What follows belongs to an exercise in optimizing a design on an open flow for small area, a short achievable clock period and few clock cycles; a production flow would make more cautious choices. Where RTL was checked, it was by simulation tests only, not by an equivalence proof against the original. For run 1, only the layout was checked, not whether the RTL still works. Power is estimated from default activity; no workload was simulated.

[flow/design.v]
`timescale 1ns / 1ps
module process (
        input                clk,
        input                rst,
        input  [23:0]        in_pix,
        output [7:0]         str_addr,
        input  [15:0]        str_data,
        output reg [5:0]     row, col,
        output reg           out_we,
        output [23:0]        out_pix,
        output reg           gray_done,
        output reg           compress_done,
        output reg           encode_done
    );
	localparam PH_GRAY = 2'd0, PH_CMP = 2'd1, PH_ENC = 2'd2, PH_DONE = 2'd3;
	localparam C_P1 = 2'd0, C_P3 = 2'd1, C_P2 = 2'd2;
	localparam E_RD = 2'd0, E_AL = 2'd1, E_WK = 2'd2;
	localparam T_NONE = 2'd0, T_P1 = 2'd1, T_P2 = 2'd2, T_ER = 2'd3;
	localparam A_HOLD = 3'd0, A_INC = 3'd1, A_TOG = 3'd2, A_DEC = 3'd3,
	           A_CLRK = 3'd4, A_WALK = 3'd5, A_NEXT = 3'd6;
	reg [1:0]  ph;
	reg [1:0]  gs;           
	reg [1:0]  cp;           
	reg [1:0]  ep;           
	reg [7:0]  g_q;          
	reg [1:0]  v_tag;        
	reg [1:0]  d_tag;        
	reg [3:0]  d_k;          
	reg [23:0] in_q;
	reg [11:0] S;            
	reg [11:0] D;            
	reg [4:0]  beta;
	reg [15:0] bm;           
	reg [15:0] qv;           
	reg [7:0]  x0;           
	reg [3:0]  x3;           
	reg        x4;           
	wire [7:0] qh = qv[15:8], ql = qv[7:0], avgB = x0, num = D[11:4];
	wire [3:0] rh = D[3:0], rl = x3;
	wire       first = x4;
	wire [15:0] val = qv;
	wire [7:0] q0 = x0, oth = D[7:0];
	wire [3:0] s = D[11:8], p = x3;
	wire       found = x4;
	wire [7:0] blk = {row[5:2], col[5:2]};
	wire [3:0] k   = {row[1:0], col[1:0]};
	assign out_pix  = {8'd0, g_q, 8'd0};
	assign str_addr = blk;
	wire [7:0] G = in_q[15:8];
	wire [7:0] cr = in_q[23:16], cg = in_q[15:8], cb = in_q[7:0];
	wire       rg  = cr >= cg, rb = cr >= cb, gb = cg >= cb;
	wire [7:0] mx  = (rg & rb) ? cr : gb ? cg : cb;
	wire [7:0] mn  = (~rg & ~rb) ? cr : gb ? cb : cg;
	wire [8:0] mm  = mx + mn;
	wire [7:0] avg  = S[11:4];
	wire [8:0] diff = {1'b0, G} - {1'b0, avg};
	wire       ge   = ~diff[8];
	wire [4:0] dl   = 5'd16 - beta;
	wire [4:0] th   = {rh, num[7]};
	wire [4:0] tl   = {rl, num[7]};
	wire [5:0] dh   = {1'b0, th} - {1'b0, beta};
	wire [5:0] dq   = {1'b0, tl} - {1'b0, dl};
	wire       gh   = ~dh[5];
	wire       gl   = ~dq[5];
	wire [4:0] th2  = dh[4:0];
	wire [4:0] tl2  = dq[4:0];
	wire [12:0] sad = {D, 1'b0} - {9'd0, S[3:0]};
	function [1:0] madd3;   
		input [1:0] a, b;
		case ({a, b})
		4'b0000, 4'b0110, 4'b1001: madd3 = 2'd0;
		4'b0001, 4'b0100, 4'b1010: madd3 = 2'd1;
		4'b0010, 4'b1000, 4'b0101: madd3 = 2'd2;
		default:                   madd3 = 2'bxx;
		endcase
	endfunction
	function [2:0] step3;
		input [1:0] r;
		input       b;
		case ({r, b})
		3'b000:  step3 = 3'b0_00;
		3'b001:  step3 = 3'b0_01;
		3'b010:  step3 = 3'b0_10;
		3'b011:  step3 = 3'b1_00;
		3'b100:  step3 = 3'b1_01;
		3'b101:  step3 = 3'b1_10;
		default: step3 = 3'bxxx;
		endcase
	endfunction
	reg [1:0]  pre [0:7];    
	reg [1:0]  rin;
	reg [2:0]  t1, t0;
	reg [15:0] v3;
	reg [1:0]  r3;
	integer i, l, bs;
	always @(*) begin
		for (i = 0; i < 8; i = i + 1)
			pre[i] = (val[15-2*i -: 2] == 2'd3) ? 2'd0 : val[15-2*i -: 2];
		for (l = 0; l < 3; l = l + 1)
			for (i = 0; i < 8; i = i + 1)
				if ((i >> l) & 1) begin
					bs = ((i >> (l + 1)) << (l + 1)) + (1 << l) - 1;
					pre[i] = madd3(pre[bs], pre[i]);
				end
		r3 = pre[7];
		for (i = 0; i < 8; i = i + 1) begin
			rin = (i == 0) ? 2'd0 : pre[i-1];
			t1 = step3(rin, val[15-2*i]);
			t0 = step3(t1[1:0], val[14-2*i]);
			v3[15-2*i] = t1[2];
			v3[14-2*i] = t0[2];
		end
	end
	wire [3:0] s_al = found ? s : (G != q0) ? 4'd15 : 4'd1;
	wire [3:0] sx   = (ep == E_AL) ? s_al : s;
	wire [3:0] pc   = (ep == E_AL) ? 4'd1 : p;
	wire [3:0] pp   = (pc == sx) ? pc + 4'd1 : pc;
	wire       eqp  = (ep == E_AL) ? bm[pp + 4'd1] : bm[pp];
	wire [7:0] lvl  = eqp ? q0 : oth;
	reg [5:0] n_row, n_col;
	reg       n_we;
	reg [1:0] n_tag;
	reg [1:0] nb_ph, nb_cp, nb_ep;
	reg [2:0] am;            
	reg [11:0] a_inc, n_a;
	reg       p3go;
	always @(posedge clk) begin
		in_q  <= in_pix;
		d_tag <= v_tag;
		d_k   <= k;
		case (d_tag)
		T_P1: S <= (d_k == 4'd0 ? 12'd0 : S) + G;
		T_P2: begin
			D    <= (d_k == 4'd0 ? 12'd0 : D) + (ge ? {4'd0, diff[7:0]} : 12'd0);
			beta <= (d_k == 4'd0 ? 5'd0 : beta) + ge;
			bm   <= {bm[14:0], ge};
		end
		T_ER: begin
			bm <= {(G == q0) | (d_k == 4'd0), bm[15:1]};
			if (d_k == 4'd0) begin
				x0 <= G;
				x4 <= 1'b0;
			end else if (!found && G != q0) begin
				x4 <= 1'b1;
				D <= {d_k, G};
			end
		end
		default: ;
		endcase
		if (ph == PH_CMP && cp == C_P1) begin
			if (k == 4'd1) begin
				D  <= {sad[11:4], 4'd0};
				x0 <= avg;
				x3 <= 4'd0;
			end else if (k >= 4'd2 && k <= 4'd12) begin
				D  <= {num[6:0], 1'b0, gh ? th2[3:0] : th[3:0]};
				x3 <= gl ? tl2[3:0] : tl[3:0];
				qv <= {qh[6:0], gh, ql[6:0], gl};
			end
		end
		gray_done     <= 1'b0;
		compress_done <= 1'b0;
		n_we  = 1'b0;
		n_tag = T_NONE;
		nb_ph = ph;
		nb_cp = cp;
		nb_ep = ep;
		am    = A_HOLD;
		p3go  = 1'b0;
		case (ph)
		PH_GRAY: begin
			gs  <= gs + 2'd1;
			am  = (gs == 2'd3) ? A_INC : A_TOG;
			n_we = ~gs[1] & gs[0] | gs[1] & ~gs[0];
			if (gs == 2'd3 && {blk, k} == 12'hfff) begin
				gray_done <= 1'b1;
				nb_ph = PH_CMP;
				nb_cp = C_P1;
				n_tag = T_P1;
				n_we  = 1'b0;
				x4 <= 1'b1;
			end
		end
		PH_CMP: begin
			case (cp)
			C_P1: if (k != 4'd15) begin
					n_tag = T_P1; am = A_INC;
				end else if (first) begin
					nb_cp = C_P2; n_tag = T_P2; x4 <= 1'b0; am = A_CLRK;
				end else begin
					nb_cp = C_P3; p3go = 1'b1; am = A_DEC;
				end
			C_P3: begin
					am = A_INC;
					if (k != 4'd15) begin
						p3go = 1'b1;
					end else if (blk != 8'd255) begin
						nb_cp = C_P2; n_tag = T_P2;
					end else begin
						compress_done <= 1'b1;
						nb_ph = PH_ENC;
						nb_ep = E_RD;
						n_tag = T_ER;
					end
				end
			C_P2: begin
					am = A_INC;
					if (k != 4'd15)
						n_tag = T_P2;
					else begin
						nb_cp = C_P1; n_tag = T_P1;
					end
				end
			default: ;
			endcase
			if (p3go) begin
				bm  <= {bm[14:0], 1'b0};
				n_we = 1'b1;
			end
		end
		PH_ENC: begin
			case (ep)
			E_RD: begin
				if (k == 4'd0)
					qv <= str_data;
				if (k != 4'd15) begin
					n_tag = T_ER; am = A_INC;
				end else
					nb_ep = E_AL;
			end
			default: begin
				if (ep == E_AL)
					D[11:8] <= s_al;
				nb_ep = E_WK;
				if (val != 16'd0) begin
					qv <= v3;
					x3 <= pp + 4'd1;
					am = A_WALK;
					if (r3 != 2'd0)
						n_we = 1'b1;
				end else if (blk != 8'd255) begin
					am = A_NEXT;
					nb_ep = E_RD;
					n_tag = T_ER;
				end else begin
					nb_ph = PH_DONE;
					encode_done <= 1'b1;
				end
			end
			endcase
		end
		default: ;
		endcase
		g_q <= ph[1] ? ((r3 == 2'd1) ? lvl + 8'd1 : lvl - 8'd1) :
		       ph[0] ? (bm[15] ? avgB + qh : avgB - ql) : mm[8:1];
		a_inc = {blk, k | {4{am == A_NEXT}}} + 12'd1;
		case (am)
		A_INC, A_NEXT: n_a = a_inc;
		A_TOG:         n_a = {blk, k[3:1], ~k[0]};
		A_DEC:         n_a = {blk - 8'd1, 4'd0};
		A_CLRK:        n_a = {blk, 4'd0};
		A_WALK:        n_a = {blk, pp};
		default:       n_a = {blk, k};
		endcase
		n_row = {n_a[11:8], n_a[3:2]};
		n_col = {n_a[7:4], n_a[1:0]};
		ph     <= nb_ph;
		cp     <= nb_cp;
		ep     <= nb_ep;
		v_tag  <= n_tag;
		out_we <= n_we;
		row    <= n_row;
		col    <= n_col;
		if (rst) begin
			ph <= PH_GRAY;
			gs <= 2'd0;
			v_tag <= T_NONE;
			d_tag <= T_NONE;
			out_we <= 1'b0;
			row <= 6'd0;
			col <= 6'd0;
			gray_done <= 1'b0;
			compress_done <= 1'b0;
			encode_done <= 1'b0;
		end
	end
endmodule
[flow/flow/run.sh]
#!/bin/bash
# The standard layout, with ORFS's repair_timing aiming for a setup slack
# of at least 19 ns at the design's 25 ns clock, so that the port buffers and
# slow drivers on the longest paths are sized for speed. make's full output
# goes to standard.log; ORFS keeps each step's log under orfs/logs.
set -euo pipefail
bash standard.sh SETUP_SLACK_MARGIN=19 finish > standard.log 2>&1
[flow/standard.sh]
#!/bin/bash
# synth_recipe.tcl (not shown) runs the flow's synth.tcl, then flattens the netlist and writes it again
# the make line also repeats each setting of config.mk as NAME=value (left out here)
make -C /OpenROAD-flow-scripts/flow DESIGN_CONFIG=/design/flow/config.mk WORK_HOME=/design/flow/orfs CLKGATE_MAP_FILE= SYNTH_SCRIPT=/design/flow/synth_recipe.tcl "${@:-finish}"
[flow/config.mk]
export PLATFORM = sky130hd
export DESIGN_NAME = process
export DESIGN_NICKNAME = process
export VERILOG_FILES = /design/flow/design.v
export SDC_FILE = /design/flow/constraint.sdc
export NUM_CORES = 4
export LEC_CHECK = 0
export ABC_AREA = 1
export CAP_MARGIN = 20
export CORE_MARGIN = 2
export CORE_UTILIZATION = 40
export SLEW_MARGIN = 20
[flow/constraint.sdc]
create_clock -name core_clock -period 25.0 [get_ports {clk}]
set_input_delay 5.0000 -clock core_clock [delete_from_list [all_inputs] [get_ports {clk}]]
set_output_delay 5.0000 -clock core_clock [all_outputs]
set_load 0.01 [all_outputs]
==> results.txt, run 1 <==
Status:
- The run finished with no timing, DRC or antenna violations.

Worst setup path:
- The required time at the endpoint of the critical path is 20000 ps.
- The master of the slowest instance on the critical path is sky130_fd_sc_hd__dfxtp_4.
- In this run the worst path has a maximum fanout of 7.
- The arrival time at the worst endpoint is 970 ps.
- The type of the worst setup path is register to output port.
- The signal on the critical path passes through buf_2.
- The count of buffering cells on the critical path with inverters included is 1.
- The worst setup path is captured at an output port.
- STA classifies the critical path startpoint as a register.
- The kind of cell adding the most delay to the critical path is flip-flops.
- The delay of the slowest critical-path stage is 380 ps.

Finish:
- The most common cell after layout, fill and taps aside is sky130_fd_sc_hd__nand2_1.
- Fill cells in the final layout number 2999.
- Compared with the post-synthesis result, the final layout area differs by 13.4%.
- Of the cells placed in the final design, the portion with a size suffix greater than 1 is 0.0842.
- The top cell types in the final layout, fill and taps aside, are sky130_fd_sc_hd__nand2_1, sky130_fd_sc_hd__inv_1, sky130_fd_sc_hd__o21ai_0.
- At the end of the flow, the number of nets in the layout was 1967.
- At the end of the flow the core is filled with cells to 0.457.

Drt:
- The total number of vias is 11600.
- The number of routed nets with antenna violations is 0.
- The number of DRC violations after detailed routing is 0.
- The pre-antenna-repair detailed-routing pass consisted of 6 iterations.
- In the routed layout, each cell is associated on average with a via count of 5.30.
- After detailed routing, the met3 layer carries 1810 um of wire.
- For this block, wires on met1 add up to 16000 um.
- In this run, the number of DRC markers left after iteration 0 of detailed routing was 847.
- The wire length per cell after detailed routing is 15.4 um.
- Summed over all layers, the routed wires come to 33800 um.
- In this run the top signal layer used is met4.
- The routed design uses 15200 um of met2 wire.

Timing:
- Setup repair after global routing left no endpoint under its margin.
- The worst slew margin relative to its limit is 0.297.
- For the pin with the worst max-slew slack, the measured transition is 1050 ps.
- The final number of hold-violating endpoints came to 0.
- Setup violations remaining at the end of the flow were counted as 0.
- Clock skew on the completed layout was measured at 13.3 ps.
- For the final routed database, the setup TNS stands at 0 ps.
- The max-slew violation count came to 0.
- The final period demand of the worst path is 5970 ps.
- Derived from the worst setup path, the maximum achievable clock frequency is 167 MHz.
- In the finished design, the share of the clock period the worst path needs comes to 0.239.

Power:
- Of the total power, the share spent switching nets is 0.315.
- The standby leakage power is 6.43 nW.
- The proportion of power drawn by flip-flops and latches is 0.360.
- In this run the power density over the cells is 52.0 mW/mm2.
- The switching power of the nets is 0.221 mW.
- The part of the power in the clock network is 0.396.
- Across the VDD grid, the largest voltage drop is 44.3 uV.
- Cell internal power was estimated by the tool at 0.479 mW.
- The share of total power in combinational logic is 0.244.

Clock tree:
- The number of buffers inserted for hold repair after clock tree synthesis is 0.
- TritonCTS created 17 clock buffers.
- The insertion delay of the later-clocked pin in the worst-skew pair is 450 ps.
- TritonCTS built the clock tree.
- Clock-pin slew was measured on the worst setup and hold paths at 60 ps.
- The number of H-tree levels is 4.
- The clock sink count is 138.
- The tree is rooted in a sky130_fd_sc_hd__clkbuf_16.
- The longest clock path from root to sink contains 2 buffers.

Floorplan:
- The initial cell density of the core is 0.403.
- The y dimension of the die is 176 um.
- The standard-cell row count is 63.
- The die extent in x is 176 um.
- For this design the top-level I/O count stands at 90.
- The die covers 0.0310 mm2.
- The placeable core area is 0.0294 mm2.

Worst hold path:
- The class of the tightest hold or removal check is register to register.

Global routing:
- The global route total overflow is 0.
- The initial antenna violation count is 1.
- The aggregate global-route resource usage is 0.220.
- The via count of the first global-routing pass came to 10900.
- The first global-routing pass estimated 54800 um of wire.
- Entering global routing, the biggest net connects 29 pins.

Synth:
- The share of the Yosys chip area taken by registers is 0.251.
- The number of distinct standard cells referenced by the synthesized netlist is 64.
- The number of enable-type register cells in the synthesized netlist is 21.
- The fraction of synthesis flops using an asynchronous set or reset pin is 0.
- The mean post-synth cell area is 6.83 um2.
- The synthesized area is 0.0119 mm2.
- The commonest register cell after synthesis is sky130_fd_sc_hd__dfxtp_1.
- The post-synthesis sequential element count is 138.
- The Yosys step of the flow raised 2 warnings.
- Counting every instance in the synthesized netlist gives 1736.

Place:
- Once detailed placement completed, the half-perimeter wirelength came to 25800 um.
- The congestion estimate from routability-driven global placement came to 0.913.
- The number of port buffers is 73.

Flow run:
- The tool flagged a number of max-cap violations equal to 0.
-- layer usage --
metal	track usage	up-vias
met3	0.0351	60
met4	0.0789	0
met2	0.359	312
li1	-	5926
met5	0	-
met1	0.294	5342
-- state kept, by name, summed over array words and instances (netlist names), 4 cells and up --
register  cells
D            12
S            12
d_k           4
col           6
qv           16
bm           16
in_q         24
x0            8
x3            4
beta          5
row           6
g_q           8
-- cell usage after synthesis (3+ instances only) --
cell | n | area (um2)
sky130_fd_sc_hd__a2111oi_0 | 3 | 26.3
sky130_fd_sc_hd__a211oi_1 | 8 | 60.1
sky130_fd_sc_hd__a21o_1 | 4 | 30.0
sky130_fd_sc_hd__a21oi_1 | 125 | 626
sky130_fd_sc_hd__a221oi_1 | 6 | 52.6
sky130_fd_sc_hd__a22oi_1 | 7 | 52.6
sky130_fd_sc_hd__a31oi_1 | 25 | 156
sky130_fd_sc_hd__buf_2 | 3 | 15.0
sky130_fd_sc_hd__buf_4 | 24 | 180
sky130_fd_sc_hd__clkbuf_1 | 36 | 135
sky130_fd_sc_hd__clkinv_1 | 6 | 22.5
sky130_fd_sc_hd__dfxtp_1 | 117 | 2340
sky130_fd_sc_hd__edfxtp_1 | 21 | 631
sky130_fd_sc_hd__fa_1 | 8 | 160
sky130_fd_sc_hd__ha_1 | 125 | 1560
sky130_fd_sc_hd__inv_1 | 235 | 882
sky130_fd_sc_hd__inv_2 | 20 | 75.1
sky130_fd_sc_hd__nand2_1 | 324 | 1220
sky130_fd_sc_hd__nand2_2 | 8 | 50.1
sky130_fd_sc_hd__nand3_1 | 86 | 430
sky130_fd_sc_hd__nand3_2 | 4 | 40.0
sky130_fd_sc_hd__nand4_1 | 10 | 62.6
sky130_fd_sc_hd__nor2_1 | 153 | 574
sky130_fd_sc_hd__nor2_2 | 8 | 50.1
sky130_fd_sc_hd__nor3_1 | 14 | 70.1
sky130_fd_sc_hd__o211ai_1 | 35 | 263
sky130_fd_sc_hd__o21a_1 | 4 | 30.0
sky130_fd_sc_hd__o21ai_0 | 168 | 841
sky130_fd_sc_hd__o21ai_1 | 9 | 45.0
sky130_fd_sc_hd__o21bai_1 | 4 | 30.0
sky130_fd_sc_hd__o221ai_1 | 18 | 158
sky130_fd_sc_hd__o22ai_1 | 20 | 125
sky130_fd_sc_hd__o31ai_1 | 5 | 37.5
sky130_fd_sc_hd__or2_2 | 9 | 56.3
sky130_fd_sc_hd__xnor2_1 | 16 | 140
sky130_fd_sc_hd__xor2_1 | 34 | 298
-- cell families after synthesis --
family | after synthesis | share of synthesized area
AOI/OAI and AO/OA | 456 | 0.226
xor gates and xnor gates | 50 | 0.0369
adders and majority gates | 133 | 0.145
buffers and inverters | 326 | 0.111
DFF | 138 | 0.251
other | 1 | 0.000316
and+or+nand+nor | 632 | 0.230
-- through the flow --
step,setup slack (ps),std cells,total power [mW],hold slack [ps],instance area (um2)
after floorplan,19220,1751,0.376,388,11900
after global placement,18630,2153,0.430,400,12800
after detailed placement,18590,2153,0.432,404,12800
after CTS,18990,2194,0.706,409,13500
after global routing,19000,2195,0.740,418,13400
final,19030,2196,0.699,404,13400
-- power groups by stage --
stage | clock, mW | combinational (mW) | sequential [mW]
finish | 0.277 | 0.170 | 0.252
global route | 0.291 | 0.196 | 0.253
CTS | 0.281 | 0.173 | 0.252
detailed placement | 0 | 0.174 | 0.258
global placement | 0 | 0.172 | 0.258
floorplan | 0 | 0.118 | 0.257
-- area by class of cell --
type / count / area, um2 / area share
Antenna cell: 1 / 2.50 / 0.000186
Clock inverter: 9 / 134 / 0.00996
Inverter: 261 / 983 / 0.0732
Tap cell: 390 / 488 / 0.0363
Sequential cell: 138 / 3010 / 0.224
Clock buffer: 23 / 499 / 0.0371
Timing Repair Buffer: 87 / 691 / 0.0514
Multi-Input combinational cell: 1287 / 7630 / 0.568
-- worst min-delay path, stage by stage (launching register included) --
cell and delay [ps]:
sky130_fd_sc_hd__dfxtp_1 300, sky130_fd_sc_hd__inv_1 40, sky130_fd_sc_hd__nor2_1 30
-- path summary, 6_finish.rpt --
path            start       end  slack, ps  cells after the start
max            col[0]    col[0]      19030                      1
min          v_tag[1]  d_tag[1]        400                      2
max reg2reg  in_q[15]    g_q[6]      19670                     30
min reg2reg  v_tag[1]  d_tag[1]        400                      2
-- repair_timing --
item                       CTS  global route
setup buffers                9             1
resized for setup          123            15
setup endpoints to repair   32            24
==> run 2, diff against run 1 <==
--- a/flow/design.v
+++ b/flow/design.v
@@ -16,6 +16,5 @@
 	localparam C_P1 = 2'd0, C_P3 = 2'd1, C_P2 = 2'd2;
-	localparam E_RD = 2'd0, E_AL = 2'd1, E_WK = 2'd2;
 	localparam T_NONE = 2'd0, T_P1 = 2'd1, T_P2 = 2'd2, T_ER = 2'd3;
 	localparam A_HOLD = 3'd0, A_INC = 3'd1, A_TOG = 3'd2, A_DEC = 3'd3,
-	           A_CLRK = 3'd4, A_WALK = 3'd5, A_NEXT = 3'd6;
+	           A_CLRK = 3'd4, A_WALK = 3'd5, A_NEXT = 3'd6, A_RP = 3'd7;
 	reg [1:0]  ph;
@@ -23,3 +22,2 @@
 	reg [1:0]  cp;           
-	reg [1:0]  ep;           
 	reg [7:0]  g_q;          
@@ -113,8 +111,10 @@
 	end
-	wire [3:0] s_al = found ? s : (G != q0) ? 4'd15 : 4'd1;
-	wire [3:0] sx   = (ep == E_AL) ? s_al : s;
-	wire [3:0] pc   = (ep == E_AL) ? 4'd1 : p;
-	wire [3:0] pp   = (pc == sx) ? pc + 4'd1 : pc;
-	wire       eqp  = (ep == E_AL) ? bm[pp + 4'd1] : bm[pp];
-	wire [7:0] lvl  = eqp ? q0 : oth;
+	wire [4:0] rp   = S[4:0];    
+	wire [4:0] nd   = S[9:5];    
+	wire [3:0] sx   = found ? s : 4'd1;
+	wire [3:0] pp   = (p == sx) ? p + 4'd1 : p;
+	wire       wrdy = (nd != 5'd0) && (found || nd[4]) && ({1'b0, pp} < nd);
+	wire       bend = (nd != 5'd0) && (val == 16'd0);
+	wire [3:0] eqi  = pp - nd[3:0];
+	wire [7:0] lvl  = bm[eqi] ? q0 : oth;
 	reg [5:0] n_row, n_col;
@@ -122,6 +122,6 @@
 	reg [1:0] n_tag;
-	reg [1:0] nb_ph, nb_cp, nb_ep;
+	reg [1:0] nb_ph, nb_cp;
 	reg [2:0] am;            
 	reg [11:0] a_inc, n_a;
-	reg       p3go;
+	reg       p3go, eswitch;
 	always @(posedge clk) begin
@@ -139,2 +139,3 @@
 			bm <= {(G == q0) | (d_k == 4'd0), bm[15:1]};
+			S[9:5] <= {1'b0, d_k} + 5'd1;
 			if (d_k == 4'd0) begin
@@ -166,5 +167,5 @@
 		nb_cp = cp;
-		nb_ep = ep;
 		am    = A_HOLD;
 		p3go  = 1'b0;
+		eswitch = 1'b0;
 		case (ph)
@@ -201,4 +202,4 @@
 						nb_ph = PH_ENC;
-						nb_ep = E_RD;
 						n_tag = T_ER;
+						eswitch = 1'b1;
 					end
@@ -221,25 +222,10 @@
 		PH_ENC: begin
-			case (ep)
-			E_RD: begin
-				if (k == 4'd0)
-					qv <= str_data;
-				if (k != 4'd15) begin
-					n_tag = T_ER; am = A_INC;
-				end else
-					nb_ep = E_AL;
-			end
-			default: begin
-				if (ep == E_AL)
-					D[11:8] <= s_al;
-				nb_ep = E_WK;
-				if (val != 16'd0) begin
-					qv <= v3;
-					x3 <= pp + 4'd1;
-					am = A_WALK;
-					if (r3 != 2'd0)
-						n_we = 1'b1;
-				end else if (blk != 8'd255) begin
+			if (v_tag == T_ER && k == 4'd0)
+				qv <= str_data;
+			if (bend) begin
+				if (blk != 8'd255) begin
 					am = A_NEXT;
-					nb_ep = E_RD;
 					n_tag = T_ER;
+					eswitch = 1'b1;
+					d_tag <= T_NONE;
 				end else begin
@@ -248,4 +234,17 @@
 				end
-			end
-			endcase
+			end else begin
+				if (wrdy) begin
+					qv <= v3;
+					x3 <= pp + 4'd1;
+					if (r3 != 2'd0) begin
+						am = A_WALK;
+						n_we = 1'b1;
+					end
+				end
+				if (!n_we && !rp[4]) begin
+					am = A_RP;
+					n_tag = T_ER;
+					S[4:0] <= rp + 5'd1;
+				end
+			end
 		end
@@ -262,2 +261,3 @@
 		A_WALK:        n_a = {blk, pp};
+		A_RP:          n_a = {blk, rp[3:0]};
 		default:       n_a = {blk, k};
@@ -266,5 +266,9 @@
 		n_col = {n_a[7:4], n_a[1:0]};
+		if (eswitch) begin
+			S[9:0] <= {5'd0, 5'd1};
+			x3 <= 4'd1;
+			x4 <= 1'b0;
+		end
 		ph     <= nb_ph;
 		cp     <= nb_cp;
-		ep     <= nb_ep;
 		v_tag  <= n_tag;
==> run 2 against run 1 <==
Against the previous run: still clean on timing, DRC and antenna; worst setup slack better by 37 ps; flip-flop and latch count is 2 lower; via count is 4.7% higher; global-route usage is 1.6 points higher; sequential share of layout area is 1.7 points lower; first-iteration DRC count is 21% higher.
==> results.txt, run 2 <==
Status:
- The flow ran to the end and the layout has no timing, DRC or antenna violations.

Timing:
- Setup repair after global routing left no endpoint under its margin.
- The fmax is 169 MHz.
- Adding up every negative setup slack in the final design gives 0 ps.
- The final number of hold-violating endpoints was 0.
- For the pin with the worst max-slew slack, the measured transition is 1070 ps.
- The final period demand of the worst path is 5930 ps.
- The max-slew violation count is 0.
- The worst pin sits at a relative slew slack of 0.288.
- Setup violations remaining at the end of the flow were counted as 0.
- The setup clock skew after layout is 10.3 ps.
- The ratio of final minimum period to clock period is 0.237.

Synth:
- The yosys synthesis warning count is 2.
- By count the netlist is led by sky130_fd_sc_hd__nand2_1, sky130_fd_sc_hd__inv_1, sky130_fd_sc_hd__o21ai_0, sky130_fd_sc_hd__nor2_1, sky130_fd_sc_hd__a21oi_1.
- The fraction of synthesis flops using an asynchronous set or reset pin is 0.
- The number of distinct standard cells referenced by the synthesized netlist is 59.
- Of the post-synthesis cell area, the dominant cell type holds 0.208.
- The number of cells produced by synthesis is 1839.
- The post-synthesis sequential element count is 136.
- The number of enable-type register cells in the synthesized netlist is 9.
- Summed over all instances, the cell type with the most area after synthesis is sky130_fd_sc_hd__dfxtp_1.
- The most frequently used cell type in the post-synthesis netlist is sky130_fd_sc_hd__nand2_1.
- Each instance of the synthesized netlist takes up on average 6.66 um2.
- The synthesized area is 0.0122 mm2.
- For this run, the leading register cell type out of synthesis is sky130_fd_sc_hd__dfxtp_1.
- The post-synthesis sequential area ratio is 0.230.
- Ranked by total cell area, the synthesized netlist is headed by sky130_fd_sc_hd__dfxtp_1, sky130_fd_sc_hd__ha_1, sky130_fd_sc_hd__nand2_1.

Clock tree:
- The maximum root-to-sink buffer count is 2.
- Clock tree synthesis selected as its root buffer the cell sky130_fd_sc_hd__clkbuf_16.
- The number of buffers created by CTS is 17.
- The number of H-tree levels is 4.
- After clock tree synthesis, the clock-pin slew on the worst setup and hold paths is 60 ps.
- CTS saw 136 sinks.
- Hold repair after CTS inserted 0 buffers.
- Clock latency on the worst-skew pair, taken at its later pin, is 450 ps.
- TritonCTS built the clock tree.

Place:
- Once detailed placement completed, the half-perimeter wirelength came to 28600 um.
- The number of port buffers is 73.
- The last weighted congestion value of the routability-driven placer is 0.886.
- The placed instances occupy a cell area of 0.0132 mm2.
- The number of placed instances with taps included is 2266.

Power:
- For this design the ratio of total power to cell area is 47.0 mW/mm2.
- VDD sags by at most 54.6 uV.
- In this run the static leakage power is 6.76 nW.
- The design draws 0.650 mW.

Drt:
- The detailed router finished its first iteration with 1026 violations.
- The routed design has 36900 um of wire.
- The total number of vias is 12200.
- The number of DRC violations after detailed routing is 0.
- The first-pass iteration count of the detailed router is 5.
- The via density per instance is 5.28.
- The wire length per cell after detailed routing is 16.0 um.
- The detail route stage leaves a number of antenna-violating nets equal to 0.

Worst hold path:
- In this run the worst hold path is classified as register to register.
- Counting instances, the worst hold path has a depth of 0.

Floorplan:
- The count of boundary I/O pins is 90.
- The placeable core area is 0.0303 mm2.
- The die covers 0.0320 mm2.
- The standard-cell row count is 64.
- From left edge to right edge, the die measures 179 um.
- The floorplan step set the die height to 179 um.
- The initial cell density of the core is 0.403.

Global routing:
- The global route total overflow is 0.
- The via count of the first global-routing pass came to 11400.
- Entering global routing, the biggest net connects 34 pins.
- The global-route wire length before repair is 59100 um.
- The initial antenna violation count came to 0.
- For this run, the total global-route usage over all layers was measured as 0.236.

Worst setup path:
- The arrival time at the worst endpoint is 930 ps.
- The delay of the slowest critical-path stage is 370 ps.
- The kind of cell adding the most delay to the critical path is flip-flops.
- STA classifies the critical path endpoint as an output port.
- In this run the worst path has a maximum fanout of 6.
- The slowest stage of the critical path is the sky130_fd_sc_hd__dfxtp_4 cell.
- The setup slack of the worst register-to-register path is 19870 ps.
- The count of buffering cells on the critical path with inverters included is 1.
- The number of cells traversed by the worst register-to-register path is 31.
- STA classifies the critical path startpoint as a register.
- The type of the worst setup path is register to output port.
- The number of logic stages on the critical path including buffering is 1.
- For the worst setup path, the data required time is 20000 ps.
- Walking the worst path, the cells encountered are buf_2.

Finish:
- The register with the most flip-flops in the layout has 24 of them.
- In the layout the commonest cells are sky130_fd_sc_hd__nand2_1, sky130_fd_sc_hd__inv_1, sky130_fd_sc_hd__o21ai_0.
- The largest registers in the layout are in_q x24, bm x16, qv x16.
- The final layout contains 2086 nets.
- The most common cell after layout, fill and taps aside is sky130_fd_sc_hd__nand2_1.
- The register name with the most flops is in_q.
- At the end of the flow the core is filled with cells to 0.456.
- The design area is 0.0138 mm2.
- The ratio of cells with drive above 1 in the final layout is 0.0763.
- The finished layout holds 2310 standard cells, fillers aside.
- Compared with the post-synthesis result, the final layout area differs by 13.0%.
- After filler insertion, the fill cell instance count of the layout stands at 3112.
- The repair_antennas step left the layout with diodes totalling 0.

Flow run:
- The max-capacitance violation count is 0.
-- run 2: final cells by class --
cell class / count / area [um2] / share of cell area
flip-flops and latches: 136 / 2860 / 0.207
repair buffers: 92 / 726 / 0.0525
clock buffers: 21 / 480 / 0.0348
multi-input cells: 1381 / 8110 / 0.587
inverters: 274 / 1040 / 0.0750
well taps: 396 / 495 / 0.0358
clock inverters: 10 / 118 / 0.00851
-- run 2: what timing repair did --
item | CTS | global route
setup endpoints to repair | 32 | 23
buffers inserted | 12 | 1
pin swaps | 0 | 0
resized for setup | 131 | 13
-- run 2: stage by stage --
stage / hold WS, ps / setup WS (ps)
after floorplan: 417 / 19340
after global placement: 390 / 18600
after detailed placement: 396 / 18590
after CTS: 400 / 18950
after global routing: 407 / 19020
final: 398 / 19070
-- run 2: path summary, 6_finish.rpt --
kind / end / start
min reg2reg: d_k[3] / row[1]
max reg2reg: D[8] / in_q[8]
max: row[0] / row[0]
min: d_k[3] / row[1]
-- run 2: where the power goes --
group          internal (mW)  leakage (nW)  switching (mW)
logic                 0.0594          5.34          0.0912
clock network          0.157         0.292           0.105
registers              0.230          1.13         0.00758
-- run 2: layer usage --
metal | track usage | vias up | part of all wire
met1 | 0.324 | 5514 | 0.48
met3 | 0.0450 | 46 | 0.059
met2 | 0.372 | 366 | 0.44
met5 | 0.0128 | - | 0.0015
li1 | - | 6263 | -
met4 | 0.0698 | 2 | 0.017
-- run 2: cells by family after synthesis --
group / count (synthesis) / synth area share
DFF: 136 / 0.230
and+or+nand+nor: 670 / 0.233
AOI/OAI and AO/OA: 492 / 0.230
adders and majority gates: 142 / 0.151
other: 1 / 0.000306
xor gates and xnor gates: 61 / 0.0437
buffers and inverters: 337 / 0.112
Testbench counts of run 2, summed over its fixed seeds: cycles 415,987.
==> run 3, diff against run 2 <==
--- a/flow/design.v
+++ b/flow/design.v
@@ -20,4 +20,4 @@
 	reg [1:0]  ph;
-	reg [1:0]  gs;           
 	reg [1:0]  cp;           
+	wire [1:0] gs = {cp[0], k[0]};    
 	reg [7:0]  g_q;          
@@ -28,3 +28,3 @@
 	reg [11:0] S;            
-	reg [11:0] D;            
+	reg [12:0] D;            
 	reg [4:0]  beta;
@@ -64,47 +64,31 @@
 	wire [4:0] tl2  = dq[4:0];
-	wire [12:0] sad = {D, 1'b0} - {9'd0, S[3:0]};
-	function [1:0] madd3;   
-		input [1:0] a, b;
-		case ({a, b})
-		4'b0000, 4'b0110, 4'b1001: madd3 = 2'd0;
-		4'b0001, 4'b0100, 4'b1010: madd3 = 2'd1;
-		4'b0010, 4'b1000, 4'b0101: madd3 = 2'd2;
-		default:                   madd3 = 2'bxx;
+	function [3:0] step4;
+		input [1:0] r;
+		input [1:0] a;
+		case ({r, a})
+		4'd0:  step4 = {2'd0, 2'd0};
+		4'd1:  step4 = {2'd0, 2'd1};
+		4'd2:  step4 = {2'd0, 2'd2};
+		4'd3:  step4 = {2'd1, 2'd0};
+		4'd4:  step4 = {2'd1, 2'd1};
+		4'd5:  step4 = {2'd1, 2'd2};
+		4'd6:  step4 = {2'd2, 2'd0};
+		4'd7:  step4 = {2'd2, 2'd1};
+		4'd8:  step4 = {2'd2, 2'd2};
+		4'd9:  step4 = {2'd3, 2'd0};
+		4'd10: step4 = {2'd3, 2'd1};
+		4'd11: step4 = {2'd3, 2'd2};
+		default: step4 = 4'bxxxx;
 		endcase
 	endfunction
-	function [2:0] step3;
-		input [1:0] r;
-		input       b;
-		case ({r, b})
-		3'b000:  step3 = 3'b0_00;
-		3'b001:  step3 = 3'b0_01;
-		3'b010:  step3 = 3'b0_10;
-		3'b011:  step3 = 3'b1_00;
-		3'b100:  step3 = 3'b1_01;
-		3'b101:  step3 = 3'b1_10;
-		default: step3 = 3'bxxx;
-		endcase
-	endfunction
-	reg [1:0]  pre [0:7];    
-	reg [1:0]  rin;
-	reg [2:0]  t1, t0;
+	reg [3:0]  t4;
 	reg [15:0] v3;
 	reg [1:0]  r3;
-	integer i, l, bs;
+	integer i;
 	always @(*) begin
-		for (i = 0; i < 8; i = i + 1)
-			pre[i] = (val[15-2*i -: 2] == 2'd3) ? 2'd0 : val[15-2*i -: 2];
-		for (l = 0; l < 3; l = l + 1)
-			for (i = 0; i < 8; i = i + 1)
-				if ((i >> l) & 1) begin
-					bs = ((i >> (l + 1)) << (l + 1)) + (1 << l) - 1;
-					pre[i] = madd3(pre[bs], pre[i]);
-				end
-		r3 = pre[7];
-		for (i = 0; i < 8; i = i + 1) begin
-			rin = (i == 0) ? 2'd0 : pre[i-1];
-			t1 = step3(rin, val[15-2*i]);
-			t0 = step3(t1[1:0], val[14-2*i]);
-			v3[15-2*i] = t1[2];
-			v3[14-2*i] = t0[2];
+		r3 = 2'd0;
+		for (i = 7; i >= 0; i = i - 1) begin
+			t4 = step4(r3, val[2*i +: 2]);
+			v3[2*i +: 2] = t4[3:2];
+			r3 = t4[1:0];
 		end
@@ -133,3 +117,3 @@
 		T_P2: begin
-			D    <= (d_k == 4'd0 ? 12'd0 : D) + (ge ? {4'd0, diff[7:0]} : 12'd0);
+			D    <= (d_k == 4'd0 ? 13'd0 - {9'd0, S[3:0]} : D) + (ge ? {4'd0, diff[7:0], 1'b0} : 13'd0);
 			beta <= (d_k == 4'd0 ? 5'd0 : beta) + ge;
@@ -152,3 +136,3 @@
 			if (k == 4'd1) begin
-				D  <= {sad[11:4], 4'd0};
+				D[11:0] <= {D[11:4], 4'd0};
 				x0 <= avg;
@@ -172,3 +156,3 @@
 		PH_GRAY: begin
-			gs  <= gs + 2'd1;
+			nb_cp = {1'b0, cp[0] ^ k[0]};
 			am  = (gs == 2'd3) ? A_INC : A_TOG;
@@ -279,3 +263,3 @@
 			ph <= PH_GRAY;
-			gs <= 2'd0;
+			cp <= 2'd0;
 			v_tag <= T_NONE;
--- a/flow/config.mk
+++ b/flow/config.mk
@@ -10,3 +10,3 @@
 export CORE_MARGIN = 2
-export CORE_UTILIZATION = 40
+export CORE_UTILIZATION = 65
 export SLEW_MARGIN = 20
==> run 3 against run 2 <==
Against the previous run: sequential power up 8%; worst setup slack worse by 44 ps; critical path depth unchanged; wire length down 7.6%; synthesized cell count down 6.2%; combinational power up 110%; flip-flop and latch count down 2; total power up 28%; clock skew up 1.0 ps; via count down 2.0%; clock power about the same; hold slack better by 11 ps.
==> results.txt, run 3 <==
Worst setup path:
- The setup path with the least slack is of type register to output port.
- The arrival time at the worst endpoint is 980 ps.
- For this design, the slowest cell found on the critical path is sky130_fd_sc_hd__dfxtp_1.
- The number of cells traversed by the worst register-to-register path is 27.
- In this run the critical register-to-register path is launched from x4.
- The kind of start point of the critical path is a register.
- The setup slack of the worst register-to-register path is 19550 ps.
- The delay of the slowest critical-path stage is 330 ps.
- On the critical path the largest part of the delay comes from flip-flops.
- In this run the critical register-to-register path is captured at g_q[7].
- The worst setup path is captured at an output port.
- Walking the worst path, the cells encountered are clkdlybuf4s15_2.
- In this run the worst path has a maximum fanout of 1.
- Counting both buffers and inverters, the worst setup path holds a total of 1.
- The required time at the endpoint of the critical path is 20000 ps.

Timing:
- The slew of the pin with the lowest slew margin is 1060 ps.
- The final number of hold-violating endpoints is 0.
- The final period demand of the worst path is 5980 ps.
- In the post-route analysis, the smallest setup slack over all paths is 19020 ps.
- For the final database, setup skew stands at 11.3 ps.
- Setup violations remaining at the end of the flow were counted as 0.
- Of the available clock period, the critical path in the final layout requires 0.239.
- The fmax is 167 MHz.
- The max-slew violation count came to 0.
- Setup repair after global routing left no endpoint under its margin.
- The final total negative setup slack is 0 ps.
- The worst slew margin relative to its limit is 0.289.

Clock tree:
- In this run, CTS created clock tree buffers numbering 17.
- The clock root buffer is sky130_fd_sc_hd__clkbuf_16.
- The insertion delay of the later-clocked pin in the worst-skew pair is 430 ps.
- The clock sink count is 134.
- After clock tree synthesis, the clock-pin slew on the worst setup and hold paths is 60 ps.
- The maximum root-to-sink buffer count is 2.
- The number of H-tree levels is 4.
- The CTS tree is built.

Global routing:
- The largest net degree at the start of global routing is 36.
- The global route total overflow is 0.
- The initial antenna violation count is 0.
- The global-route wire length before repair is 55800 um.
- For this run, the total global-route usage over all layers was measured as 0.350.
- The via count of the first global-routing pass is 11200.

Power:
- Dividing total power by cell area gives a power density of 62.2 mW/mm2.
- The overall power is 0.836 mW.
- IR analysis of the VDD net gives a maximum drop of 56.4 uV.
- The standby leakage power is 6.38 nW.

Finish:
- The number of nets in the layout is 1963.
- The number of flip-flops in the largest register is 24.
- Compared with the post-synthesis result, the final layout area differs by 11.7%.
- The layout filler cell count is 1538.
- Once layout is complete, the utilization of the core stands at 0.743.
- Counting flops per register, the top entry is in_q.
- The library cell used most frequently in the layout, excluding fill and tap cells, is sky130_fd_sc_hd__nand2_1.
- The sequential cell area is 0.00302 mm2.
- The area taken by multi-input logic gates is 0.00780 mm2.
- Summing all non-filler instances in the final layout gives an area of 0.0134 mm2.
- In the final layout, the share of cells above drive strength 1 is 0.0925.
- The largest registers in the layout are in_q x24, bm x16, qv x16.
- The library cells used most frequently in the layout, excluding fill and tap cells, are sky130_fd_sc_hd__nand2_1, sky130_fd_sc_hd__inv_1, sky130_fd_sc_hd__o21ai_0.
- The number of antenna diodes in the final layout is 0.

Worst hold path:
- The worst hold path terminates at d_k[2].
- The start point of the worst hold path is row[0].
- The worst hold path passes through 0 cells.
- The class of the tightest hold or removal check is register to register.

Place:
- The post-placement setup slack is 18590 ps.
- The total cell area at the placement stage is 0.0128 mm2.
- During placement, the flow inserted port buffers numbering 73.
- The congestion estimate from routability-driven global placement came to 0.997.
- The sum of net half-perimeters after detailed placement is 25200 um.

Drt:
- The detailed router finished its first iteration with 1025 violations.
- Before antenna repair, the detailed router went through 24 iterations.
- The total detailed-routing wirelength is 34100 um.
- In the routed layout, each cell is associated on average with a via count of 5.90.
- After detailed routing, the number of remaining DRC violations is 0.
- Dividing the detail-routed wire length by the instance count gives 16.8 um.
- The total number of vias is 12000.
- The count of nets left with antenna violations once routing finished came out at 0.

Floorplan:
- The standard-cell row count is 49.
- The placeable core area is 0.0181 mm2.
- The floorplan step set the die width to 140 um.
- The count of boundary I/O pins is 90.
- The floorplan step set the die height to 140 um.
- The initial cell density of the core is 0.665.
- The die area is 0.0196 mm2.

Synth:
- The number of distinct standard cells referenced by the synthesized netlist is 63.
- Synthesis produced 1725 cells.
- The largest total area in the synthesized netlist belongs to sky130_fd_sc_hd__dfxtp_1.
- After synthesis the cells add up to 0.0120 mm2.
- Sorting the synthesized cells by area gives the leading types as sky130_fd_sc_hd__dfxtp_1, sky130_fd_sc_hd__ha_1, sky130_fd_sc_hd__nand2_1.
- The mean post-synth cell area is 6.97 um2.
- The most used flip-flop cell after synthesis is sky130_fd_sc_hd__dfxtp_1.
- The fraction of synthesis flops using an asynchronous set or reset pin is 0.
- For this run, the number of Yosys warnings is 1.
- The most common cell in the synthesized netlist is sky130_fd_sc_hd__nand2_1.
- The number of enable-type register cells in the synthesized netlist is 29.
- For this run, the register share of the synthesized area comes to 0.247.
- The post-synthesis sequential element count is 134.
- The top cell type's share of synthesized area is 0.175.
- By count the netlist is led by sky130_fd_sc_hd__nand2_1, sky130_fd_sc_hd__inv_1, sky130_fd_sc_hd__o21ai_0, sky130_fd_sc_hd__ha_1, sky130_fd_sc_hd__nor2_1.

Flow run:
- Across the run, the number of max-cap violations was 0.

Status:
- The run finished with no timing, DRC or antenna violations.
[run 3: changes by cell type in the layout (fill, tap and decap cells not counted), moves of 7 or more]
cell | before | now
sky130_fd_sc_hd__nor3_1 | 15 | 22
sky130_fd_sc_hd__a21oi_1 | 135 | 126
sky130_fd_sc_hd__nand4_1 | 17 | 10
sky130_fd_sc_hd__nand3_2 | 1 | 14
sky130_fd_sc_hd__nand2_1 | 364 | 286
sky130_fd_sc_hd__nor2_1 | 152 | 126
sky130_fd_sc_hd__inv_1 | 255 | 242
sky130_fd_sc_hd__a31oi_1 | 23 | 15
sky130_fd_sc_hd__dfxtp_1 | 115 | 91
sky130_fd_sc_hd__edfxtp_1 | 9 | 29
[run 3: cell type report]
type | instances | area share
multi-input cells | 1282 | 0.580
flip-flops and latches | 134 | 0.225
inverters | 253 | 0.0713
repair buffers | 94 | 0.0574
clock buffers | 19 | 0.0322
well taps | 229 | 0.0213
clock inverters | 13 | 0.0127
[run 3: through the flow]
stage	std cells	hold slack, ps
floorplan	1740	425
global placement	1982	411
detailed placement	1982	427
CTS	2022	409
global route	2024	414
finish	2024	409
[run 3: cells by family (layout without fill, tap and decap cells)]
| kind of cell | after synthesis | count (layout) | synth area share |
|---|---|---|---|
| AND/OR/NAND/NOR | 594 | 594 | 0.223 |
| AO/OA/AOI/OAI | 471 | 471 | 0.223 |
| buffers and inverters | 324 | 379 | 0.111 |
| adder cells (fa/ha/maj) | 139 | 139 | 0.150 |
| flip-flops | 134 | 134 | 0.247 |
| XOR/XNOR | 59 | 59 | 0.0430 |
| multiplexers | 3 | 3 | 0.00270 |
| other | 1 | 16 | 0.000312 |
[run 3: where the power goes]
part           internal (mW)  switching (mW)
logic                  0.119           0.196
clock network          0.159           0.105
registers              0.242          0.0152
total                  0.519           0.317
[run 3: worst max path at each step]
stage	start	to	slack, ps	depth (start not counted)
after floorplan	rst	row[1]	19330	4
after global placement	rst	row[1]	18640	4
after detailed placement	rst	v_tag[0]	18590	4
after CTS	row[2]	str_addr[4]	18940	1
after global routing	encode_done	encode_done	19000	1
final	g_q[4]	out_pix[12]	19020	1
[run 3: layer usage]
layer | global-route usage | part of all wire | vias up
met1 | 0.464 | 0.44 | 5467
met5 | 0 | 0 | -
met4 | 0.140 | 0.030 | 0
met3 | 0.0574 | 0.078 | 61
met2 | 0.571 | 0.46 | 509
li1 | - | - | 5914
[run 3: timing repair]
item	in CTS	in global routing
endpoints found under the setup margin	33	20
hold buffers	0	0
hold endpoints to repair	0	0
gates resized for setup	122	15
setup buffers	8	2
Testbench counts of run 3, summed over its fixed seeds: cycles 415,987.
==> run 4, diff against run 3 <==
--- a/flow/config.mk
+++ b/flow/config.mk
@@ -10,3 +10,3 @@
 export CORE_MARGIN = 2
-export CORE_UTILIZATION = 65
+export CORE_UTILIZATION = 40
 export SLEW_MARGIN = 20
==> run 4 against run 3 <==
Against the previous run: still clean; synthesized area unchanged; global-route usage decreased by 11 points; cell area increased by 1.5%; critical path type unchanged; critical endpoint is now row[1].
==> results.txt, run 4 <==
Synth:
- The leading area contributor after synthesis is sky130_fd_sc_hd__dfxtp_1.
- The mean post-synth cell area is 6.97 um2.
- The post-synthesis sequential area ratio is 0.247.
- The number of enable-type register cells in the synthesized netlist is 29.
- Counting instances in the post-synthesis netlist gives the leading cell types as sky130_fd_sc_hd__nand2_1, sky130_fd_sc_hd__inv_1, sky130_fd_sc_hd__o21ai_0, sky130_fd_sc_hd__ha_1, sky130_fd_sc_hd__nor2_1.
- The most common cell in the synthesized netlist is sky130_fd_sc_hd__nand2_1.
- The commonest register cell after synthesis is sky130_fd_sc_hd__dfxtp_1.
- For this run, the number of Yosys warnings is 1.
- Synthesis produced a netlist whose cell count is 1725.
- Sorting the synthesized cells by area gives the leading types as sky130_fd_sc_hd__dfxtp_1, sky130_fd_sc_hd__ha_1, sky130_fd_sc_hd__nand2_1.
- The post-synthesis sequential element count is 134.
- The share of synthesized area in the top cell type comes to 0.175.
- The synthesized area is 0.0120 mm2.
- The number of different library cells used by synthesis comes to 63.
- The fraction of synthesis flops using an asynchronous set or reset pin is 0.

Timing:
- Dividing the final minimum period by the clock period gives 0.239.
- On the final layout, the worst hold slack is 409 ps.
- Setup repair after global routing left no endpoint under its margin.
- The count of endpoints failing setup in the final report is 0.
- Derived from the worst setup path, the maximum achievable clock frequency is 167 MHz.
- The max-slew violation count is 0.
- In the final timing run, aggregate negative setup slack is 0 ps.
- The worst slew margin relative to its limit is 0.300.
- The final period demand of the worst path is 5970 ps.
- The setup clock skew after layout is 13.4 ps.
- At the pin with the least slew margin, the transition time is 1040 ps.
- The final number of hold-violating endpoints is 0.

Floorplan:
- The y dimension of the die is 177 um.
- After floorplanning, the core was divided into 63 placement rows.
- The core region is 0.0296 mm2.
- For this configuration, the core starts out at a cell density of 0.406.
- The die extent in x is 177 um.
- 90 I/O pins were placed.
- The die area is 0.0315 mm2.

Status:
- The flow ran to the end and the layout has no timing, DRC or antenna violations.

Power:
- Overall power consumption after layout is estimated at 0.852 mW.
- The standby leakage power is 6.40 nW.
- The power per cell area is 62.5 mW/mm2.
- VDD sags by at most 53.6 uV.

Worst hold path:
- Along the worst hold path, the cell count comes to 0.
- The path with the worst hold slack has its endpoint at d_k[2].
- The worst hold path begins at row[0].
- The class of the tightest hold or removal check is register to register.

Clock tree:
- Clock tree synthesis found a total of 134 sinks.
- The number of buffers inserted for hold repair after clock tree synthesis is 0.
- TritonCTS built the clock tree.
- The maximum root-to-sink buffer count is 2.
- The clock root buffer is sky130_fd_sc_hd__clkbuf_16.
- The H-tree was split into 4 levels.
- The number of buffers created by CTS is 17.
- The clock-pin slew on the worst setup and hold paths is 60 ps.
- For the worst-skew pair, the clock arrives at the later sink with an insertion delay of 450 ps.

Finish:
- The number of nets in the layout is 1964.
- In the final layout, the share of cells above drive strength 1 is 0.0952.
- 0 antenna diodes ended up in the layout.
- The register with the most flip-flops in the layout has 24 of them.
- Leaving out fill and tap cells, the most frequent cells in the layout are sky130_fd_sc_hd__nand2_1, sky130_fd_sc_hd__inv_1, sky130_fd_sc_hd__o21ai_0.
- More flip-flops sit in one register than any other, and that register is in_q.
- The post-synthesis to final-layout area growth is 13.3%.
- The largest registers in the layout are in_q x24, bm x16, qv x16.
- At the end of the flow the core is filled with cells to 0.460.
- Leaving out fill and tap cells, the most frequent cell in the layout is sky130_fd_sc_hd__nand2_1.

Worst setup path:
- The type of destination of the critical path is an output port.
- The type of the worst setup path is register to output port.
- The reg-to-reg endpoint is g_q[7].
- On the critical path the largest part of the delay comes from flip-flops.
- The count of buffering cells on the critical path with inverters included is 1.
- Data on the critical path is required at its endpoint by 20000 ps.
- The startpoint of the lowest-slack register-to-register path is x4.
- Measured in cells, the most critical reg-to-reg path has a length of 27.
- The master of the slowest instance on the critical path is sky130_fd_sc_hd__dfxtp_4.
- Of all nets on the critical path, the largest fanout is 7.
- Walking the worst path, the cells encountered are buf_2.
- At the worst endpoint, the arrival time is 970 ps.
- On the worst path, the slowest cell contributes a delay of 380 ps.
- The setup slack of the worst register-to-register path is 19520 ps.
- STA classifies the critical path startpoint as a register.

Place:
- The number of port buffers is 73.
- Routability-driven placement finished with a final weighted congestion of 0.901.
- The sum of net half-perimeters after detailed placement is 27800 um.

Global routing:
- The largest net degree at the start of global routing is 37.
- The via count of the first global-routing pass came to 11000.
- In the global route stage, met3 resource usage came out at 0.0371.
- The first global-routing pass estimated 58300 um of wire.
- Global routing finished with a remaining overflow of 0.
- The aggregate global-route resource usage is 0.235.
- The global routing usage on met1 is 0.316.
- The initial antenna violation count came to 0.
- The met2 routing resource usage after global routing is 0.390.
- The global-route layer with the greatest usage is met2.

Drt:
- In the routed design, unresolved DRC markers number 0.
- The first-pass iteration count of the detailed router is 5.
- In this run, the number of DRC markers left after iteration 0 of detailed routing was 861.
- In the final routed layout, each cell accounts on average for 16.8 um.
- The total detailed-routing wirelength is 36700 um.
- Using the TritonRoute via totals, the vias-per-cell ratio works out to 5.36.
- The total number of vias is 11700.
- The number of routed nets with antenna violations is 0.

Flow run:
- The max-capacitance violation count is 0.
==> run 4: how the worst max path moves through the flow <==
stage	endpoint	cells after the start	from	slack, ps
floorplan	row[1]	4	rst	19330
global placement	row[1]	4	rst	18600
detailed placement	v_tag[0]	4	rst	18550
CTS	str_addr[4]	1	row[2]	18960
global route	row[0]	1	row[0]	19000
finish	row[1]	1	row[1]	19030
==> run 4: final cells by class <==
type / count / area, um2
fillers: 3098 / 16000
multi-input cells: 1282 / 7790
flip-flops and latches: 134 / 3020
inverters: 253 / 958
repair buffers: 95 / 736
clock buffers: 24 / 536
well taps: 390 / 488
clock inverters: 8 / 103
==> run 4: cells by family (layout without fill, tap and decap cells) <==
group,count (synthesis),count (layout),share of synthesized area
fa+ha+maj,139,139,0.150
compound gates,471,471,0.223
simple gates,594,594,0.223
xor+xnor,59,59,0.0430
flops,134,134,0.247
buf+inv,324,380,0.111
other cells,1,16,0.000312
mux,3,3,0.00270
==> run 4: through the flow <==
stage | worst slack [ps] | area, um2 | std cells
after floorplan | 19330 | 12100 | 1740
after global placement | 18600 | 13000 | 2143
after detailed placement | 18550 | 13000 | 2143
after CTS | 18960 | 13700 | 2184
after global routing | 19000 | 13600 | 2186
final | 19030 | 13600 | 2186
==> run 4: what timing repair did <==
action,CTS,global route
setup buffers,9,2
resized for setup,132,15
setup endpoints to repair,32,29
==> run 4: per-layer routing <==
metal	vias to the layer above	share of wire
met3	43	0.057
met4	0	0.019
met2	379	0.46
li1	5905	-
met5	-	0
met1	5386	0.47
==> run 4: power by group <==
group,leakage (nW),switching (mW),internal [mW]
clock,0.314,0.108,0.171
sequential,1.20,0.0156,0.241
combinational,4.89,0.199,0.117
total,6.40,0.322,0.530
==> run 5, diff against run 4 <==
--- a/flow/config.mk
+++ b/flow/config.mk
@@ -11,2 +11,4 @@
 export CORE_UTILIZATION = 40
+export CTS_CLUSTER_DIAMETER = 300
+export CTS_CLUSTER_SIZE = 60
 export SLEW_MARGIN = 20
==> run 5 against run 4 <==
Against the previous run: still clean on timing, DRC and antenna; critical path depth unchanged; flip-flop and latch count unchanged; die area unchanged; largest cell class unchanged; largest power group unchanged.
==> results.txt, run 5 <==
Global routing:
- The initial antenna violation count came to 0.
- The global-route wire length before repair is 58300 um.
- Global routing finished with a remaining overflow of 0.
- The aggregate global-route resource usage is 0.235.
- Entering global routing, the biggest net connects 37 pins.
- The via count of the first global-routing pass is 11000.

Drt:
- The total number of vias is 11700.
- The first-pass iteration count of the detailed router is 5.
- Using the TritonRoute via totals, the vias-per-cell ratio works out to 5.36.
- In this run the remaining antenna-violating nets after routing total 0.
- The wire length per cell after detailed routing is 16.8 um.
- The number of DRC violations after detailed routing is 0.
- The initial DRC count is 861.
- The total detailed-routing wirelength is 36700 um.

Floorplan:
- The placeable core area is 0.0296 mm2.
- In this run the count of I/O pins placed on the die edge is 90.
- The die covers 0.0315 mm2.
- Row generation in the floorplan step produced 63 rows.
- In this run the horizontal extent of the chip is 177 um.
- The y dimension of the die is 177 um.
- The initial utilization of the core area, before any placement, comes to 0.406.

Synth:
- The number of cells produced by synthesis is 1725.
- Ranked by total cell area, the synthesized netlist is headed by sky130_fd_sc_hd__dfxtp_1, sky130_fd_sc_hd__ha_1, sky130_fd_sc_hd__nand2_1.
- Counting flops with an async set or reset pin after synthesis yields a share of 0.
- The leading area contributor after synthesis is sky130_fd_sc_hd__dfxtp_1.
- The most frequently used cell type in the post-synthesis netlist is sky130_fd_sc_hd__nand2_1.
- The post-synthesis sequential area ratio is 0.247.
- The number of distinct standard cells referenced by the synthesized netlist is 63.
- For this run, the leading register cell type out of synthesis is sky130_fd_sc_hd__dfxtp_1.
- In the synthesized netlist, the cells that appear most often are sky130_fd_sc_hd__nand2_1, sky130_fd_sc_hd__inv_1, sky130_fd_sc_hd__o21ai_0, sky130_fd_sc_hd__ha_1, sky130_fd_sc_hd__nor2_1.
- Of the post-synthesis cell area, the dominant cell type holds 0.175.
- For this run, the number of Yosys warnings is 1.
- The cell area that synthesis handed to floorplanning was 0.0120 mm2.
- After synthesis, the mean cell area works out to 6.97 um2.
- The synthesized design contains 29 enable-type register cells.
- The post-synthesis sequential element count is 134.

Timing:
- The max-slew violation count is 0.
- For the pin with the worst max-slew slack, the measured transition is 1040 ps.
- The fmax is 167 MHz.
- Setup violations remaining at the end of the flow were counted as 0.
- The worst slew margin relative to its limit is 0.300.
- Of the available clock period, the critical path in the final layout requires 0.239.
- Setup repair after global routing left no endpoint under its margin.
- Adding up every negative setup slack in the final design gives 0 ps.
- Clock skew on the completed layout was measured at 13.4 ps.
- The final period demand of the worst path is 5970 ps.
- The final number of hold-violating endpoints was 0.

Finish:
- The top cell types in the final layout, fill and taps aside, are sky130_fd_sc_hd__nand2_1, sky130_fd_sc_hd__inv_1, sky130_fd_sc_hd__o21ai_0.
- The most common cell after layout, fill and taps aside is sky130_fd_sc_hd__nand2_1.
- The number of flip-flops in the largest register is 24.
- Leaving out filler cells and counting taps, the final layout contains 2186.
- The area growth from synthesis to layout is 13.3%.
- After the last flow step, the layout net total stands at 1964.
- The ratio of cells with drive above 1 in the final layout is 0.0952.
- The largest registers in the layout are in_q x24, bm x16, qv x16.
- The repair_antennas step left the layout with diodes totalling 0.
- The register with the most flip-flops in the final layout is in_q.

Worst setup path:
- The worst setup path is captured at an output port.
- The maximum fanout along the worst path is 7.
- Walking the worst path, the cells encountered are buf_2.
- Data on the critical path arrives at its endpoint at 970 ps.
- In this design, the stage delay of the slowest critical-path cell is 380 ps.
- The required time at the endpoint of the critical path is 20000 ps.
- Together, buffers and inverters on the worst path number 1.
- In this design, the largest share of critical-path delay is due to flip-flops.
- The master of the slowest instance on the critical path is sky130_fd_sc_hd__dfxtp_4.
- The setup path with the least slack is of type register to output port.
- The kind of start point of the critical path is a register.

Place:
- At the end of routability-driven placement, the weighted congestion stood at 0.901.
- The sum of net half-perimeters after detailed placement is 27800 um.
- The number of placed instances with taps included is 2143.
- The number of port buffers is 73.

Clock tree:
- CTS saw 134 sinks.
- The CTS tree is built.
- The later pin in the worst-skew pair is clocked with a latency of 450 ps.
- Clock tree synthesis inserted a total of 17 buffers.
- After clock tree synthesis, the clock-pin slew on the worst setup and hold paths is 60 ps.
- The H-tree generated during clock tree synthesis spans 4 levels.
- The root buffer cell chosen for the clock tree is sky130_fd_sc_hd__clkbuf_16.
- The maximum root-to-sink buffer count is 2.

Power:
- The overall power is 0.852 mW.
- The maximum vdd drop is 53.6 uV.
- In this run the static leakage power is 6.40 nW.
- In this run the power density over the cells is 62.5 mW/mm2.

Worst hold path:
- The class of the tightest hold or removal check is register to register.

Status:
- The run finished with no timing, DRC or antenna violations.

Flow run:
- Across the run, the number of max-cap violations was 0.
==> run 5: per-stage QoR <==
stage               cell area [um2]  setup slack [ps]  hold WS [ps]  utilization
floorplan                     12100             19330           425            -
global placement              13000             18600           417        0.439
detailed placement            13000             18550           423        0.439
global route                  13600             19000           419        0.460
finish                        13600             19030           409        0.460
CTS                           13700             18960           402        0.461
==> run 5: cell type report <==
class	instances	area, um2
tap	390	488
sequential	134	3020
inverter	253	958
clock inverter	8	103
clock buffer	24	536
multi-input combinational	1282	7790
fill	3098	16000
timing repair buffer	95	736
==> run 5: power by group <==
part | switching (mW) | total (mW) | internal [mW]
clock network | 0.108 | 0.279 | 0.171
logic | 0.199 | 0.316 | 0.117
registers | 0.0156 | 0.257 | 0.241
total | 0.322 | 0.852 | 0.530
==> run 5: worst paths after layout <==
check | start | end | slack (ps) | depth (start not counted)
max | row[1] | row[1] | 19030 | 1
min | row[0] | d_k[2] | 410 | 0
max reg2reg | x4 | g_q[7] | 19520 | 27
min reg2reg | row[0] | d_k[2] | 410 | 0
==> run 5: cell families (layout without fill, tap and decap cells) <==
family	after synthesis	count (layout)	share of synthesized area
flops	134	134	0.247
fa+ha+maj	139	139	0.150
other cells	1	16	0.000312
xor+xnor	59	59	0.0430
simple gates	594	594	0.223
mux	3	3	0.00270
buf+inv	324	380	0.111
compound gates	471	471	0.223
==> run 5: layer usage <==
| layer | track usage | routed length, um | up-vias | part of all wire |
|---|---|---|---|---|
| li1 | - | - | 5905 | - |
| met1 | 0.316 | 17100 | 5386 | 0.47 |
| met2 | 0.390 | 16800 | 379 | 0.46 |
| met3 | 0.0371 | 2100 | 43 | 0.057 |
| met4 | 0.0669 | 689 | 0 | 0.019 |
| met5 | 0 | 0 | - | 0 |
==> run 5: what timing repair did <==
item,4_1_cts,5_1_grt
pin swaps,0,0
hold buffers,0,0
setup buffers,9,2
cloned,0,0
gates resized for setup,132,15
endpoints found under the setup margin,32,29
==> run 5: worst register-to-register path: stages (launching register included) <==
cell and delay, ps:
sky130_fd_sc_hd__dfxtp_2 460, sky130_fd_sc_hd__nand2_1 110, sky130_fd_sc_hd__xor2_1 150, sky130_fd_sc_hd__or4_1 630
sky130_fd_sc_hd__nor2_1 170, sky130_fd_sc_hd__xor2_1 370, sky130_fd_sc_hd__inv_1 90, sky130_fd_sc_hd__ha_1 330
sky130_fd_sc_hd__a21oi_1 200, sky130_fd_sc_hd__o21ai_0 140, sky130_fd_sc_hd__xor2_1 200, sky130_fd_sc_hd__o311ai_0 160
sky130_fd_sc_hd__o21ai_0 130, sky130_fd_sc_hd__buf_4 240, sky130_fd_sc_hd__mux2_2 370, sky130_fd_sc_hd__ha_1 340
sky130_fd_sc_hd__nand3_1 90, sky130_fd_sc_hd__nand2_1 120, sky130_fd_sc_hd__a21oi_1 70, sky130_fd_sc_hd__o21ai_0 220
sky130_fd_sc_hd__inv_1 60, sky130_fd_sc_hd__nor2_1 130, sky130_fd_sc_hd__nor2_1 60, sky130_fd_sc_hd__nor2_1 90
sky130_fd_sc_hd__nor2_1 60, sky130_fd_sc_hd__xor2_1 150, sky130_fd_sc_hd__nand2_1 60, sky130_fd_sc_hd__o21ai_0 130
==> run 6, diff against run 5 <==
--- a/flow/config.mk
+++ b/flow/config.mk
@@ -11,4 +11,3 @@
 export CORE_UTILIZATION = 40
-export CTS_CLUSTER_DIAMETER = 300
-export CTS_CLUSTER_SIZE = 60
+export CTS_BUF_LIST = sky130_fd_sc_hd__clkbuf_8
 export SLEW_MARGIN = 20
==> run 6 against run 5 <==
Against the previous run: combinational power up 3%; cell area down 0.39%; clock-buffer cell count down 5; critical path type unchanged; largest power group unchanged; highest routed layer unchanged.
==> results.txt, run 6 <==
Floorplan:
- The placeable core area is 0.0296 mm2.
- The floorplan has 63 rows.
- The die is 177 um tall.
- The die area is 0.0315 mm2.

Synth:
- Yosys attributes the largest share of cell area to sky130_fd_sc_hd__dfxtp_1, sky130_fd_sc_hd__ha_1, sky130_fd_sc_hd__nand2_1.
- Of the synthesized area, sequential elements account for 0.247.
- Counting instances in the post-synthesis netlist gives the leading cell types as sky130_fd_sc_hd__nand2_1, sky130_fd_sc_hd__inv_1, sky130_fd_sc_hd__o21ai_0, sky130_fd_sc_hd__ha_1, sky130_fd_sc_hd__nor2_1.
- The mean post-synth cell area is 6.97 um2.

Global routing:
- Across every metal layer, demand over resource in global routing totals 0.236.
- The first global-routing pass estimated 58300 um of wire.
- The initial antenna violation count is 0.
- Summed over all layers, the global routing overflow is 0.

Finish:
- At the end of the flow, the number of nets in the layout was 1969.
- The most common cell after layout, fill and taps aside is sky130_fd_sc_hd__nand2_1.
- The number of flip-flops in the largest register is 24.
- In the final layout, the share of cells above drive strength 1 is 0.0999.
- 0 antenna diodes ended up in the layout.

Clock tree:
- The clock-pin slew on the worst setup and hold paths is 90 ps.
- The maximum root-to-sink buffer count is 2.
- The insertion delay of the later-clocked pin in the worst-skew pair is 490 ps.
- The number of H-tree levels is 4.
- TritonCTS built the clock tree.
- The clock drives 134 sinks.

Worst setup path:
- The worst register-to-register path has a depth of 27.
- On the critical path, the stage with the largest delay is an instance of sky130_fd_sc_hd__dfxtp_4.
- The kind of start point of the critical path is a register.
- STA puts the critical path data arrival time at 980 ps.
- The largest single stage delay on the critical path is 360 ps.
- Together, buffers and inverters on the worst path number 1.
- The worst setup path is captured at an output port.

Drt:
- Summed over all layers, the routed wires come to 36600 um.
- The initial DRC count is 998.
- The first detailed-routing pass ran for 6 iterations.
- Dividing the detail-routed via count by the number of cells gives 5.37.

Place:
- The number of port buffers is 73.
- After detailed placement, the design holds a cell count of 2143.
- The last weighted congestion value of the routability-driven placer is 0.901.

Worst hold path:
- The class of the tightest hold or removal check is register to register.
- Counting instances, the worst hold path has a depth of 2.

Status:
- The flow ran to the end and the layout has no timing, DRC or antenna violations.

Timing:
- In this run the tightest slew margin relative to its limit is 0.287.
- Setup repair after global routing could not meet its margin everywhere.
- The slew of the pin with the lowest slew margin is 1060 ps.
- The final number of hold-violating endpoints is 0.
- Once routing completed, OpenROAD measured the worst setup slack at 19020 ps.
- The ratio of final minimum period to clock period is 0.239.

Power:
- The power per cell area is 59.4 mW/mm2.
- The maximum vdd drop is 35.5 uV.
- For this design the static power due to leakage is 6.37 nW.
## run 6: changes by cell type in the layout (fill, tap and decap cells not counted), moves of 5 or more
cell	delta
sky130_fd_sc_hd__buf_2	-6
sky130_fd_sc_hd__buf_6	+13
sky130_fd_sc_hd__clkbuf_2	-7
sky130_fd_sc_hd__buf_4	+5
sky130_fd_sc_hd__clkbuf_8	+17
sky130_fd_sc_hd__clkbuf_16	-20
## run 6: worst max path at each step
stage / end / start / depth (start not counted)
final: str_addr[5] / row[3] / 1
after global routing: row[3] / row[3] / 1
after CTS: row[3] / row[3] / 1
after detailed placement: v_tag[0] / rst / 4
after global placement: row[1] / rst / 4
after floorplan: row[1] / rst / 4
## run 6: kinds of logic (layout without fill, tap and decap cells)
logic type                 Yosys count  in the layout  synth area share
buffers and inverters              324            385             0.111
DFF                                134            134             0.247
and+or+nand+nor                    594            594             0.223
AOI/OAI and AO/OA                  471            471             0.223
xor gates and xnor gates            59             59            0.0430
muxes                                3              3           0.00270
other                                1             16          0.000312
adders and majority gates          139            139             0.150
## run 6: area by class of cell
class	instances	area [um2]
clock inverter	13	200
sequential	134	3020
fill	3114	16100
tap	390	488
clock buffer	19	262
multi-input combinational	1282	7790
inverter	253	958
timing repair buffer	100	855
## run 6: layer usage
metal,track usage,vias up,share of wire
met1,0.317,5455,0.47
met5,0,-,0
li1,-,5914,-
met3,0.0362,41,0.050
met4,0.0683,0,0.020
met2,0.390,362,0.46
## run 6: power breakdown
group,switching [mW],total [mW],leakage (nW),internal [mW]
Combinational,0.201,0.326,4.93,0.126
Sequential,0.0151,0.257,1.20,0.241
Clock,0.100,0.224,0.240,0.124
Total,0.316,0.807,6.37,0.491
## run 6: repair_timing
action / in CTS / in global routing
setup buffers: 14 / 2
hold endpoints to repair: 0 / 0
setup endpoints to repair: 32 / 29
hold buffers: 0 / 0
resized for setup: 158 / 17
## run 6: stage by stage
step | hold WS, ps | instance area (um2)
floorplan | 425 | 12100
global placement | 417 | 13000
detailed placement | 423 | 13000
CTS | 456 | 13500
global route | 481 | 13600
finish | 453 | 13600

Re-timed with assumed drivers on the ports (clkbuf_16 on the clock, buf_2 on other inputs), run 6 has 18.970 ns of setup slack against 19.017 ns with ideal ports, and 18.709 ns once port delays also move by the mid clock arrival of 0.529 ns.
